Background: an optimization exercise with open tools, aiming at small area and a short achievable clock period. Do not read the settings as production practice.
Only simulation tests tie the RTL to the original design; equivalence was not proved.

// Matrix_Multiplication
module Matrix_Multiplication (
  input clk, reset,
  input [7:0] a1, a2, a3, a4, b1, b2, b3, b4,
  output [16:0] c1, c2, c3, c4, c5, c6, c7, c8, c9, c10, c11, c12, c13, c14, c15, c16
);
For scale: roughly 4000 cells after synthesis, ~470 flip-flops, about 340 I/O pins, ~44000 um2 of cells after synthesis.
Settings: LEC_CHECK=0, CAP_MARGIN=20, CORE_MARGIN=2, CORE_UTILIZATION=40, SETUP_SLACK_MARGIN=2.1, SLEW_MARGIN=20, SYNTH_HIERARCHICAL=1, SYNTH_MINIMUM_KEEP_SIZE=0; clock period 6.5 ns.
standard.sh (not shown) runs the stock make flow with config.mk's settings and CLKGATE_MAP_FILE= SYNTH_SCRIPT=/design/flow/synth_recipe.tcl, a recipe that flattens the netlist after the stock synthesis.
==> flow/flow/run.sh <==
#!/bin/bash
set -uo pipefail
export BUFFER_PORTS_ARGS="-buffer_cell sky130_fd_sc_hd__buf_1"
export CTS_ARGS="-sink_clustering_enable -repair_clock_nets -sink_clustering_size 24 -sink_clustering_max_diameter 150"
bash standard.sh > flow_standard.log 2>&1
Next try:
- SETUP_SLACK_MARGIN: 2.1 -> 2.15
Effect: Critical path depth goes up by 1; design area goes up slightly; via count goes down slightly; setup slack loses 5.5 ps; global-route usage goes down by 0.23 points; first-iteration DRC count goes down by a few percent; flip-flop and latch count stays the same; wire length goes down slightly; fmax barely changes; hold slack loses 5.7 ps.

========
Matrix_Multiplication, a different RTL version from the one above (not shown whole).
Size in the first run: ~460 flip-flops, roughly 44000 um2 of cells after synthesis.
==> flow/config.mk <==
export PLATFORM = sky130hd
export DESIGN_NAME = Matrix_Multiplication
export DESIGN_NICKNAME = Matrix_Multiplication
export VERILOG_FILES = /design/flow/design.v
export SDC_FILE = /design/flow/constraint.sdc
export NUM_CORES = 4
export LEC_CHECK = 0
export CAP_MARGIN = 20
export CORE_MARGIN = 2
export CORE_UTILIZATION = 40
export SETUP_SLACK_MARGIN = 2.2
export SLEW_MARGIN = 20
export SYNTH_HIERARCHICAL = 1
export SYNTH_MINIMUM_KEEP_SIZE = 0
==> flow/constraint.sdc <==
create_clock -name core_clock -period 6.5 [get_ports {clk}]
set_input_delay 1.3000 -clock core_clock [delete_from_list [all_inputs] [get_ports {clk}]]
set_output_delay 1.3000 -clock core_clock [all_outputs]
set_load 0.01 [all_outputs]
==> flow/flow/run.sh <==
#!/bin/bash
set -uo pipefail
export BUFFER_PORTS_ARGS="-buffer_cell sky130_fd_sc_hd__buf_1"
bash standard.sh > flow_standard.log 2>&1
The starting point finished clean.
Change:
--- a/flow/config.mk
+++ b/flow/config.mk
@@ -11 +11,2 @@
-export SETUP_SLACK_MARGIN = 2.2
+export PLACE_DENSITY = 0.75
+export SETUP_SLACK_MARGIN = 2.0
Outcome: Cell area goes down by about 2.1%; routed wire length decreases by about 2.3%; cell count went down by about 0.6%; setup slack is worse by 0.17 ns; via count climbs by 1.2%.

========
## old
Matrix_Multiplication with an RTL version that a note above also has.
For scale: ~470 flip-flops.
export LEC_CHECK = 0
export CAP_MARGIN = 20
export CORE_MARGIN = 2
export CORE_UTILIZATION = 40
export SETUP_SLACK_MARGIN = 2.1
export SLEW_MARGIN = 20
export SYNTH_HIERARCHICAL = 1
export SYNTH_MINIMUM_KEEP_SIZE = 0
create_clock -name core_clock -period 6.5 [get_ports {clk}]
==> flow/flow/run.sh <==
#!/bin/bash
set -uo pipefail
export BUFFER_PORTS_ARGS="-buffer_cell sky130_fd_sc_hd__buf_1"
export CTS_ARGS="-sink_clustering_enable -repair_clock_nets -sink_clustering_size 20 -sink_clustering_max_diameter 130"
bash standard.sh > flow_standard.log 2>&1
Having completed the whole flow, old delivered a layout that passed the timing, DRC and antenna checks.
Input changes introduced in new (baseline for comparison: old):
- a change of SETUP_SLACK_MARGIN from 2.1 to 2.0
==> flow/flow/run.sh <==
#!/bin/bash
set -uo pipefail
export BUFFER_PORTS_ARGS="-buffer_cell sky130_fd_sc_hd__buf_1"
export CTS_ARGS="-sink_clustering_enable -repair_clock_nets -sink_clustering_size 24 -sink_clustering_max_diameter 150"
bash standard.sh > flow_standard.log 2>&1
Findings:
- new | status: complete | timing, DRC, antenna: pass
- Looking at new and old, the via count is a wash.
- Max top achievable clock speed across new and old: old
- The clock-buffer cell count in new sits 2 below the value recorded for old.
- new against old: cell count of the worst reg-to-reg path rose by 2; register-to-register slack fell by 0.03 ns; share of the final layout cell area in multi-input gates rose by 0.28 points; total non-filler cell area in the finished layout fell by 520 um^2; met1 layer wirelength in the final routing fell by 1.8%.

========
== run 1 ==
Matrix_Multiplication with an RTL version that a note above also has.
For scale: roughly 3500 cells after synthesis, ~340 I/O pins, about 44000 µm² of cells after synthesis.
export LEC_CHECK = 0
export CAP_MARGIN = 20
export CORE_MARGIN = 2
export CORE_UTILIZATION = 60
export SETUP_SLACK_MARGIN = 2.0
export SLEW_MARGIN = 20
export SYNTH_HIERARCHICAL = 1
export SYNTH_MINIMUM_KEEP_SIZE = 0
create_clock -name core_clock -period 6.5 [get_ports {clk}]
==> flow/flow/run.sh <==
#!/bin/bash
set -uo pipefail
export BUFFER_PORTS_ARGS="-buffer_cell sky130_fd_sc_hd__buf_1"
bash standard.sh > flow_standard.log 2>&1
Looking at the reports, run 1 completed the entire flow and the layout it produced met the timing, DRC and antenna checks.
#### Input delta (run 2 over run 1)
- setting ABC_CLOCK_PERIOD_IN_PS to 3000 for the first time
- changing CORE_UTILIZATION from 60 to 40
Run 2 vs run 1 — met2 track utilization from global routing dropped 18 points. Run 2 has completed all stages; timing, DRC and antenna checks passed. Between run 1 and run 2, least setup slack across all paths after layout is lower for run 1, run 2 comes in above that. Compared to run 1, run 2 has relative area of non-clock buffer cells in the final design 0.31 points lower. The final reports for run 2 and run 1 show area growth from synthesis to layout higher in the former. On number of core rows: between run 1 and run 2, it ends up higher for run 2. Run 2 vs run 1 — wire length of the first global-routing pass rose 1.3%. Worst hold slack is lower on run 1.
> inputs changed (run 2 -> run 3)
- removing ABC_CLOCK_PERIOD_IN_PS (formerly 3000)
- changing SETUP_SLACK_MARGIN from 2.0 to 1.8
Findings:
Per the comparison of run 3 with run 2, global routing usage on met1 saw a decrease, area taken by flip-flops and latches barely changed, final standard cell count with taps included and fillers excluded went down by about 0.43%.
Run 2 → run 3: routed wire length saw a decrease, signed area change from the synthesized netlist to the final layout saw a decrease.
Of the two values seen for highest-delay cell along the critical path, sky130_fd_sc_hd__dfrtp_1 was produced by run 3 and sky130_fd_sc_hd__fa_1 by run 2.

========
job 101:
Starting RTL as in the previous note.
export LEC_CHECK = 0
export CAP_MARGIN = 20
export CORE_MARGIN = 2
export CORE_UTILIZATION = 40
export SETUP_SLACK_MARGIN = 2.4
export SLEW_MARGIN = 20
export SYNTH_HIERARCHICAL = 1
export SYNTH_MINIMUM_KEEP_SIZE = 0
create_clock -name core_clock -period 6.5 [get_ports {clk}]
Scripts as last shown in full above: flow/flow/run.sh
The inputs of job 102 differ from those of job 101 as listed below.
==> flow/flow/run.sh <==
#!/bin/bash
set -uo pipefail
export BUFFER_PORTS_ARGS="-buffer_cell sky130_fd_sc_hd__buf_1"
export CTS_ARGS="-sink_clustering_enable -repair_clock_nets -sink_clustering_size 24 -sink_clustering_max_diameter 150"
bash standard.sh > flow_standard.log 2>&1
-- flow/config.mk --
<<< job 101, line 9
export CORE_MARGIN = 2
export CORE_UTILIZATION = 40
export SETUP_SLACK_MARGIN = 2.4
export SLEW_MARGIN = 20
export SYNTH_HIERARCHICAL = 1
>>> job 102, line 9
export CORE_MARGIN = 2
export CORE_UTILIZATION = 40
export SETUP_SLACK_MARGIN = 2.0
export SLEW_MARGIN = 20
export SYNTH_HIERARCHICAL = 1
==> run notes <==
Each of the runs, namely job 102 and job 101, reached the end of the flow and came out clean.
Clock period minus final worst setup slack: job 102 and job 101 compared, higher one is job 102
Going from job 101 to job 102, number of buffers inserted during clock tree synthesis fell 60%, number of max-cap violations was more or less identical.
Summary of the comparison: final area is lower in job 102, relative to job 101.
From job 101 to job 102 the numbers moved as follows: number of DRC markers after the initial detailed-route iteration increased by 4.3% relative to the old numbers.
## Diff of input files: job 103 against job 102
==> flow/flow/run.sh <==
#!/bin/bash
set -uo pipefail
export BUFFER_PORTS_ARGS="-buffer_cell sky130_fd_sc_hd__buf_1"
bash standard.sh > flow_standard.log 2>&1
[summary]
Job 103: done, clean on timing, DRC and antenna. Sort job 103 and job 102 by non-clock buffering overhead in the final layout asc -> top: job 103. Between job 103 and job 102, via count of the routed design is higher for job 103, job 102 comes in under that. Changes observed in job 103 relative to job 102: worst setup slack increased 0.015 ns, routed wire length increased about 1.2%, count of placed standard cells in the final layout, fillers left out increased about 1.5%, global-route usage increased 0.33 points, slack of the worst reg-to-reg path increased 0.02 ns.

[port drivers added, routing unchanged]
The flow's constraints put no driver on any port. The routed layouts listed below were extracted and timed again, unchanged, in two steps.
Step 1 (the two cells are an assumption about what drives the block):
set clk [get_ports {clk}]
set_driving_cell -lib_cell sky130_fd_sc_hd__clkbuf_16 $clk
set_driving_cell -lib_cell sky130_fd_sc_hd__buf_2 [delete_from_list [all_inputs] $clk]
Step 2 moves the port delays by t, midway between the first and last clock arrival at a register: inputs arrive t later, outputs are due t later. That takes back most of the time a late clock gives input paths.
a / b / c = no drivers / after step 1 / after step 2; a / b = the first two.
run	shift t [ns]	setup slack, ns	worst setup path after step 2	worst slew at a driven data input, ns
the first run of note 1	0.690	2.224 / 2.223 / 1.533	input to register	0.12
the second run of note 1	0.694	2.219 / 2.219 / 1.612	input to register	0.12
the first run of note 2	0.734	2.239 / 2.239 / 1.570	input to register	0.07
the second run of note 2	0.718	2.072 / 2.110 / 1.392	input to register	0.09
old	0.713	2.184 / 2.184 / 1.505	input to register	0.13
new	0.692	2.155 / 2.155 / 1.593	input to register	0.15
run 1	0.694	2.085 / 2.085 / 1.505	input to register	0.11
run 2	0.726	2.141 / 2.141 / 1.506	input to register	0.06
run 3	0.726	1.959 / 1.959 / 1.371	input to register	0.06
job 101	0.744	2.247 / 2.247 / 1.745	input to register	0.09
job 102	0.695	2.126 / 2.126 / 1.513	input to register	0.06
job 103	0.726	2.141 / 2.141 / 1.506	input to register	0.06
After both steps setup and hold are still met in every run listed. For the first run of note 1, which loses most, drivers alone change the setup slack by -0.001 ns; drivers and shift together by -0.691 ns.
